This design comes from an exercise in tuning for small area on the open sky130 flow, not from production work.
Function was checked by simulation only, so behaviour that the tests miss may differ from the original.

==> run a: inputs <==
## nunchuk_driver_top
module nunchuk_driver_top(
	input clk,             
	input rst,             
	output scl,
	output sda_o,          
	output sda_oe,         
	input sda_i,           
	output [7:0] stick_x,
	output [7:0] stick_y,
	output [9:0] accel_x,
	output [9:0] accel_y,
	output [9:0] accel_z,
	output z,
	output c,
	output [47:0] segs
);
==> module nunchuk_driver_top, before the edit <==
module nunchuk_driver_top(
	input clk,             
	input rst,             
	output scl,
	output sda_o,          
	output sda_oe,         
	input sda_i,           
	output [7:0] stick_x,
	output [7:0] stick_y,
	output [9:0] accel_x,
	output [9:0] accel_y,
	output [9:0] accel_z,
	output z,
	output c,
	output [47:0] segs
);
	localparam [2:0] C_I = 3'd0, C_S = 3'd1, C_P = 3'd2, C_W = 3'd3, C_R = 3'd4, C_N = 3'd5;
	reg [1:0] step;
	reg [11:0] q;
	reg [3:0] idx;
	reg [3:0] b;
	reg failed;
	reg acked;
	reg [45:0] sh;     
	reg [45:0] dat;    
	wire [1:0] ph = q[1:0];
	wire poll = (q == 12'd3999);
	reg [2:0] rom;
	always_comb begin
		if (step[1] == 1'b0) begin
			case (idx)
				4'd0: rom = C_S;
				4'd1, 4'd2, 4'd3: rom = C_W;
				4'd4: rom = C_P;
				default: rom = C_I;
			endcase
		end else if (step[0] == 1'b0) begin
			case (idx)
				4'd0: rom = C_S;
				4'd1, 4'd2: rom = C_W;
				4'd3: rom = C_P;
				default: rom = C_I;
			endcase
		end else begin
			case (idx)
				4'd0: rom = C_S;
				4'd1: rom = C_W;
				4'd2, 4'd3, 4'd4, 4'd5, 4'd6: rom = C_R;
				4'd7: rom = C_N;
				4'd8: rom = C_P;
				default: rom = C_I;
			endcase
		end
	end
	wire [2:0] cmd = (b == 4'd9) ? C_P : rom;
	wire is_w = (cmd == C_W);
	wire is_rd = (cmd == C_R) || (cmd == C_N);
	wire is_byte = is_w || is_rd;
	wire is_i = (cmd == C_I);
	wire b0 = (b == 4'd0);
	wire ending = is_i && (idx != 4'd15) && !failed;
	reg [7:0] wbyte;
	always_comb begin
		case ({step, idx[1:0], failed})
			5'b00_01_0, 5'b01_01_0, 5'b10_01_0: wbyte = 8'hA4;
			5'b11_01_0: wbyte = 8'hA5;
			5'b00_10_0, 5'b00_11_1: wbyte = 8'hF0;
			5'b01_10_0, 5'b01_11_1: wbyte = 8'hFB;
			5'b00_11_0: wbyte = 8'h55;
			default: wbyte = 8'h00;
		endcase
	end
	wire [3:0] bm1 = b - 4'd1;
	wire wbit = wbyte[bm1[2:0]];
	assign scl = !is_i && (ph == 2'd1 || ph == 2'd2);
	assign sda_oe = (cmd == C_S) || (cmd == C_P) || (is_w && !b0) || (is_rd && b0);
	assign sda_o = (cmd == C_S) ? !ph[1] :
	               (cmd == C_P) ? ph[1] :
	               is_w ? wbit :
	               (cmd == C_N);
	always @(posedge clk) begin
		if (rst) begin
			q <= 12'd1998;
			idx <= 4'd15;
			b <= 4'd8;
			step <= 2'd0;
			dat <= 46'd0;
		end else begin
			q <= poll ? 12'd0 : q + 12'd1;
			if (ending && ph == 2'd1 && step == 2'd3)
				dat <= sh;
			if (poll) begin
				idx <= 4'd0;
				b <= 4'd8;
				failed <= 1'b0;
			end else if (ph == 2'd3) begin
				if (is_i) begin
					idx <= 4'd15;
					if (ending)
						step <= {step[1] | step[0], ~step[0]};
				end else if (is_byte && !b0) begin
					b <= b - 4'd1;
				end else begin
					idx <= idx + 4'd1;
					if (is_w && !acked) begin
						b <= 4'd9;
						failed <= 1'b1;
					end else begin
						b <= 4'd8;
					end
				end
			end
		end
		if (is_w && b0 && ph == 2'd2)
			acked <= !sda_i;
		if (is_rd && !b0 && ph == 2'd2 && !(cmd == C_N && (b == 4'd8 || b == 4'd7)))
			sh <= {sh[44:0], sda_i};
	end
	assign stick_x = dat[45:38];
	assign stick_y = dat[37:30];
	assign accel_x = {dat[29:22], dat[1:0]};
	assign accel_y = {dat[21:14], dat[5:4]};
	assign accel_z = {dat[13:6], dat[3:2]};
	assign z = ~dat[1];
	assign c = ~dat[0];
	function automatic [7:0] seg7(input [3:0] d);
		case (d)
			4'd0: seg7 = 8'b11000000;
			4'd1: seg7 = 8'b11111001;
			4'd2: seg7 = 8'b10100100;
			4'd3: seg7 = 8'b10110000;
			4'd4: seg7 = 8'b10011001;
			4'd5: seg7 = 8'b10010010;
			4'd6: seg7 = 8'b10000010;
			4'd7: seg7 = 8'b11111000;
			4'd8: seg7 = 8'b10000000;
			default: seg7 = 8'b10010000;
		endcase
	endfunction
	function automatic [9:0] bcd(input [7:0] v);
		reg [17:0] s;
		integer i;
		begin
			s = {10'd0, v};
			for (i = 0; i < 8; i = i + 1) begin
				if (s[11:8] >= 5) s[11:8] = s[11:8] + 3;
				if (s[15:12] >= 5) s[15:12] = s[15:12] + 3;
				s = s << 1;
			end
			bcd = s[17:8];
		end
	endfunction
	wire [9:0] bx = bcd(stick_x);
	wire [9:0] by = bcd(stick_y);
	assign segs = {seg7({2'b0, bx[9:8]}), seg7(bx[7:4]), seg7(bx[3:0]), seg7({2'b0, by[9:8]}), seg7(by[7:4]), seg7(by[3:0])};
endmodule
export LEC_CHECK = 0
export ABC_AREA = 1
export CAP_MARGIN = 20
export CORE_MARGIN = 2
export CORE_UTILIZATION = 40
export SLEW_MARGIN = 20
create_clock -name core_clock -period 12.0 [get_ports {clk}]
standard.sh (not shown) runs the stock make flow with config.mk's settings and CLKGATE_MAP_FILE= SYNTH_SCRIPT=/design/flow/synth_recipe.tcl, a recipe that flattens the netlist after the stock synthesis.
==> flow/flow/run.sh <==
#!/bin/bash
# Own layout flow: the standard synthesis, then an area-only re-mapping of the
# combinational logic between the (untouched) registers, then the standard
# ORFS layout with minimum-size port buffers and a clock tree of clkbuf_4.
# Each tool's output goes to a log file of its own in the work folder.
set -euo pipefail
W=$(pwd)
R=$W/orfs/results/${FLOW_PLATFORM:-sky130hd}/nunchuk_driver_top/base
export LIB=$FLOW_HOME/platforms/sky130hd/lib/sky130_fd_sc_hd__tt_025C_1v80.lib

# 1. standard synthesis (unchanged)
bash standard.sh synth > $W/run_synth.log 2>&1

# 2. re-map the combinational logic for area, registers kept as they are
cp $R/1_2_yosys.v $W/std_synth.v
export REMAP_IN=$W/std_synth.v REMAP_OUT=$W/remap.v REMAP_ABC=$W/flow/remap.abc
yosys -c $W/flow/remap.tcl > $W/run_remap.log 2>&1
cp $W/remap.v $R/1_2_yosys.v
rm -f $R/1_synth.odb $R/1_synth.sdc

# 3. the rest of the standard layout
export BUFFER_PORTS_ARGS="-buffer_cell sky130_fd_sc_hd__buf_1"
export CTS_ARGS="-sink_clustering_enable -repair_clock_nets -buf_list sky130_fd_sc_hd__clkbuf_4"
bash standard.sh > $W/run_layout.log 2>&1
==> flow/flow/remap.abc <==
strash
dch -f
map -a
topo
strash
dch -f
map -a
topo
strash
dch -f
map -a
topo
strash
dch -f
map -a
topo
==> flow/flow/remap.tcl <==
# Re-map the combinational cells of the standard synthesis for area.
# Registers (flip-flop cells) are kept as they are (not flattened), so their names and
# cell types stay those of the standard synthesis.
yosys read_liberty -ignore_miss_func $::env(LIB)
yosys read_verilog $::env(REMAP_IN)
yosys hierarchy -top nunchuk_driver_top
yosys setattr -mod -set keep_hierarchy 1 sky130_fd_sc_hd__*df*
yosys flatten
yosys opt_clean -purge nunchuk_driver_top
set f [open $::env(LIB) r]
set text [read $f]
close $f
set dont_use {}
foreach {m name} [regexp -all -inline {cell\s*\(\s*"?([A-Za-z0-9_]+)"?\s*\)} $text] {
  if {[string match *probe* $name] || [string match *lpflow* $name]} {
    lappend dont_use -dont_use $name
  }
}
yosys abc -script $::env(REMAP_ABC) -liberty $::env(LIB) {*}$dont_use nunchuk_driver_top
yosys opt_clean -purge nunchuk_driver_top
# cell modules back to plain library cells
yosys delete sky130_fd_sc_hd__*
yosys read_liberty -lib -ignore_miss_func $::env(LIB)
yosys hilomap -singleton -hicell sky130_fd_sc_hd__conb_1 HI -locell sky130_fd_sc_hd__conb_1 LO nunchuk_driver_top
yosys insbuf -buf sky130_fd_sc_hd__buf_1 A X nunchuk_driver_top
yosys splitnets nunchuk_driver_top
yosys opt_clean -purge nunchuk_driver_top
yosys stat -liberty $::env(LIB)
yosys check -assert nunchuk_driver_top
yosys select -module nunchuk_driver_top
yosys write_verilog -selected -noattr -nohex -nodec $::env(REMAP_OUT)
==> inputs of run b, as changes to run a <==
==> flow/design.v (replaced) <==
module nunchuk_driver_top(
	input clk,             
	input rst,             
	output scl,
	output sda_o,          
	output sda_oe,         
	input sda_i,           
	output [7:0] stick_x,
	output [7:0] stick_y,
	output [9:0] accel_x,
	output [9:0] accel_y,
	output [9:0] accel_z,
	output z,
	output c,
	output [47:0] segs
);
	localparam [6:0] X = 7'd64;
	reg [1:0] ph;
	reg [3:0] lo;
	reg [6:0] hi;
	reg jumped;
	reg [1:0] step;    
	reg failed;        
	reg [45:0] sh;     
	reg [45:0] dat;    
	wire s3 = (ph == 2'b10);
	wire s2 = (ph == 2'b11);
	wire rd = (step == 2'd3);
	wire ovr = (lo == 4'd15);
	wire ack = lo[3];
	wire [6:0] hp = rd ? 7'd8 : step[1] ? 7'd3 : 7'd4;
	wire at_p = (hi == hp);
	wire is_s = (hi == 7'd0) && ack;
	wire is_p = ovr || (at_p && lo == 4'd0);
	wire is_i = at_p && lo == 4'd1;
	wire is_w = !ovr && ((hi == 7'd1) || (!step[1] && (hi == 7'd2 || hi == 7'd3)) || (step == 2'd2 && hi == 7'd2));
	wire is_n = !ovr && rd && (hi == 7'd7);
	wire is_rd = !ovr && rd && (hi >= 7'd2 && hi <= 7'd7);
	wire jump = s3 && is_w && ack && failed && ((hi == 7'd1) || (!step[1] && hi == 7'd2));
	wire [3:0] wrap = ovr ? 4'd15 : (hi[6:1] == X[6:1] && jumped) ? 4'd11 :
	                  (hi[6:3] == 4'd0) ? 4'd8 : (hi[6] && hi[5]) ? 4'd6 : 4'd7;
	reg [7:0] wbyte;
	always_comb begin
		case ({step, hi[1:0], failed})
			5'b00_01_0, 5'b01_01_0, 5'b10_01_0: wbyte = 8'hA4;
			5'b11_01_0: wbyte = 8'hA5;
			5'b00_10_0, 5'b00_11_1: wbyte = 8'hF0;
			5'b01_10_0, 5'b01_11_1: wbyte = 8'hFB;
			5'b00_11_0: wbyte = 8'h55;
			default: wbyte = 8'h00;
		endcase
	end
	wire wbit = wbyte[~lo[2:0]];
	assign scl = (is_s || is_p || is_w || is_rd) && ph[0];
	assign sda_oe = is_s || is_p || (is_w && !ack) || (is_rd && ack);
	assign sda_o = is_s ? !ph[1] :
	               is_p ? ph[1] :
	               is_w ? wbit :
	               is_n;
	always @(posedge clk) begin
		if (rst) begin
			ph <= 2'b11;
			lo <= 4'd3;
			hi <= 7'd62;
			jumped <= 1'b0;
			step <= 2'd0;
			failed <= 1'b1;
			dat <= 46'd0;
		end else begin
			ph <= {ph[0], ~ph[1]};
			if (is_i && ph == 2'b01 && !failed && rd)
				dat <= sh;
			if (s3) begin
				if (jump) begin
					lo <= 4'd15;
					hi <= hi + 7'd1;
					jumped <= 1'b1;
				end else if (lo == wrap) begin
					lo <= 4'd0;
					hi <= hi + 7'd1;
					if (hi == X + 7'd1)
						jumped <= 1'b0;
				end else begin
					lo <= lo + 4'd1;
				end
				if (is_s)
					failed <= 1'b0;
				if (hi == X && lo == 4'd0 && !failed)
					step <= {step[1] | step[0], ~step[0]};
			end
		end
		if (is_w && ack && s2 && sda_i)
			failed <= 1'b1;
		if (is_rd && !ack && s2 && !(is_n && lo[2:1] == 2'b00))
			sh <= {sh[44:0], sda_i};
	end
	assign stick_x = dat[45:38];
	assign stick_y = dat[37:30];
	assign accel_x = {dat[29:22], dat[1:0]};
	assign accel_y = {dat[21:14], dat[5:4]};
	assign accel_z = {dat[13:6], dat[3:2]};
	assign z = ~dat[1];
	assign c = ~dat[0];
	function automatic [7:0] seg7(input [3:0] d);
		case (d)
			4'd0: seg7 = 8'b11000000;
			4'd1: seg7 = 8'b11111001;
			4'd2: seg7 = 8'b10100100;
			4'd3: seg7 = 8'b10110000;
			4'd4: seg7 = 8'b10011001;
			4'd5: seg7 = 8'b10010010;
			4'd6: seg7 = 8'b10000010;
			4'd7: seg7 = 8'b11111000;
			4'd8: seg7 = 8'b10000000;
			default: seg7 = 8'b10010000;
		endcase
	endfunction
	function automatic [9:0] bcd(input [7:0] v);
		reg [17:0] s;
		integer i;
		begin
			s = {10'd0, v};
			for (i = 0; i < 8; i = i + 1) begin
				if (s[11:8] >= 5) s[11:8] = s[11:8] + 3;
				if (s[15:12] >= 5) s[15:12] = s[15:12] + 3;
				s = s << 1;
			end
			bcd = s[17:8];
		end
	endfunction
	wire [9:0] bx = bcd(stick_x);
	wire [9:0] by = bcd(stick_y);
	assign segs = {seg7({2'b0, bx[9:8]}), seg7(bx[7:4]), seg7(bx[3:0]), seg7({2'b0, by[9:8]}), seg7(by[7:4]), seg7(by[3:0])};
endmodule
--- a/flow/flow/run.sh
+++ b/flow/flow/run.sh
@@ -21,4 +21,4 @@
 # 3. the rest of the standard layout
 export BUFFER_PORTS_ARGS="-buffer_cell sky130_fd_sc_hd__buf_1"
-export CTS_ARGS="-sink_clustering_enable -repair_clock_nets -buf_list sky130_fd_sc_hd__clkbuf_4"
+export CTS_ARGS="-sink_clustering_enable -repair_clock_nets -buf_list sky130_fd_sc_hd__clkbuf_8 -dont_use_dummy_load"
 bash standard.sh > $W/run_layout.log 2>&1
==> flow/flow/remap.abc (replaced) <==
strash
dch -f
amap -F 4 -A 8
topo
strash
dch -f
amap -F 4 -A 8
topo
strash
dch -f
amap -F 4 -A 8
topo
strash
dch -f
amap -F 4 -A 8
topo
==> inputs of run c, as changes to run a <==
==> flow/run.sh (new file) <==
#!/bin/bash
# synth_recipe.tcl (not shown) runs the flow's synth.tcl, then flattens the netlist and writes it again
# the make line also repeats each setting of config.mk as NAME=value (left out here)
make -C /OpenROAD-flow-scripts/flow DESIGN_CONFIG=/design/flow/config.mk WORK_HOME=/design/flow/orfs CLKGATE_MAP_FILE= SYNTH_SCRIPT=/design/flow/synth_recipe.tcl finish
CTS_BUF_LIST = sky130_fd_sc_hd__clkbuf_8   (was default)
CTS_CLUSTER_SIZE = 30   (was default)
removed: flow/flow/run.sh
removed: flow/flow/remap.abc
removed: flow/flow/remap.tcl
removed: flow/standard.sh
==> results.cfg <==
[routing]
met2WireLength_um = 5070
drtIter0Drc = 268

[run_status]
status = no timing/DRC/antenna violations

[worst_setup_path]
worstSetupEndpoint = segs[35]

[finish]
n_fill_cell = 1194
ff_latch_area_um2 = 2640

[floorplanning]
tap_cells = 147

[synth]
avgSynthCellArea_um2 = 8.35
synth_cells = 582

[global_route]
use_met3 = 0.0291

[placement]
dpl_cell_area_um2 = 5250
The numbers above come from run b.

==> results.cfg <==
[routing]
wire_per_inst_um = 11.5
drtIter0Drc = 195
met2WireLength_um = 6420

[global_route]
use_met3 = 0.0378

[synth]
synth_cells = 901
avgSynthCellArea_um2 = 7.86

[worst_setup_path]
worstSetupEndpoint = segs[11]

[finish]
ff_latch_area_um2 = 2860
n_fill_cell = 1724

[floorplanning]
tap_cells = 225
die_width_um = 137

[run_status]
status = no timing/DRC/antenna violations

[timing]
fin_hold_ws_ps = 447
The numbers above come from run c.

==> results.cfg <==
[floorplanning]
tap_cells = 176

[synth]
avgSynthCellArea_um2 = 7.61
synth_cells = 710

[routing]
met2WireLength_um = 5490

[global_route]
use_met3 = 0.0443

[run_status]
status = no timing/DRC/antenna violations

[finish]
ff_latch_area_um2 = 2860
The numbers above come from run a.

[afterwards: timing with drivers on the ports]
How much do the figures lean on ideal ports? The routed layouts below were timed once more, with nothing changed but the port constraints.
Step 1 sets driving cells, clkbuf_16 on the clock port and buf_2 on the other inputs (assumed; they add their load-dependent delay and slew).
Step 2 times the ports against the registers' clock, not the clock port: input delays grow and output delays shrink by t, the midpoint of the rising clock arrivals with the driver on.
a / b / c = ideal / step 1 / step 2; a / b = the first two.
| run | t, ns | setup slack, ns | latest minus earliest clock arrival (ns) | worst register clock-pin slew, ns | worst slew at a driven data input, ns |
|---|---|---|---|---|---|
| run a | 0.518 | 4.239 / 4.208 / 4.726 | 0.015 / 0.015 | 0.10 / 0.10 | 0.03 |
| run b | 0.384 | 4.568 / 4.536 / 4.920 | 0.036 / 0.036 | 0.11 / 0.11 | 0.03 |
| run c | 0.445 | 4.194 / 4.159 / 4.604 | 0.008 / 0.009 | 0.07 / 0.07 | 0.03 |
After both steps setup and hold are still met in every run listed.
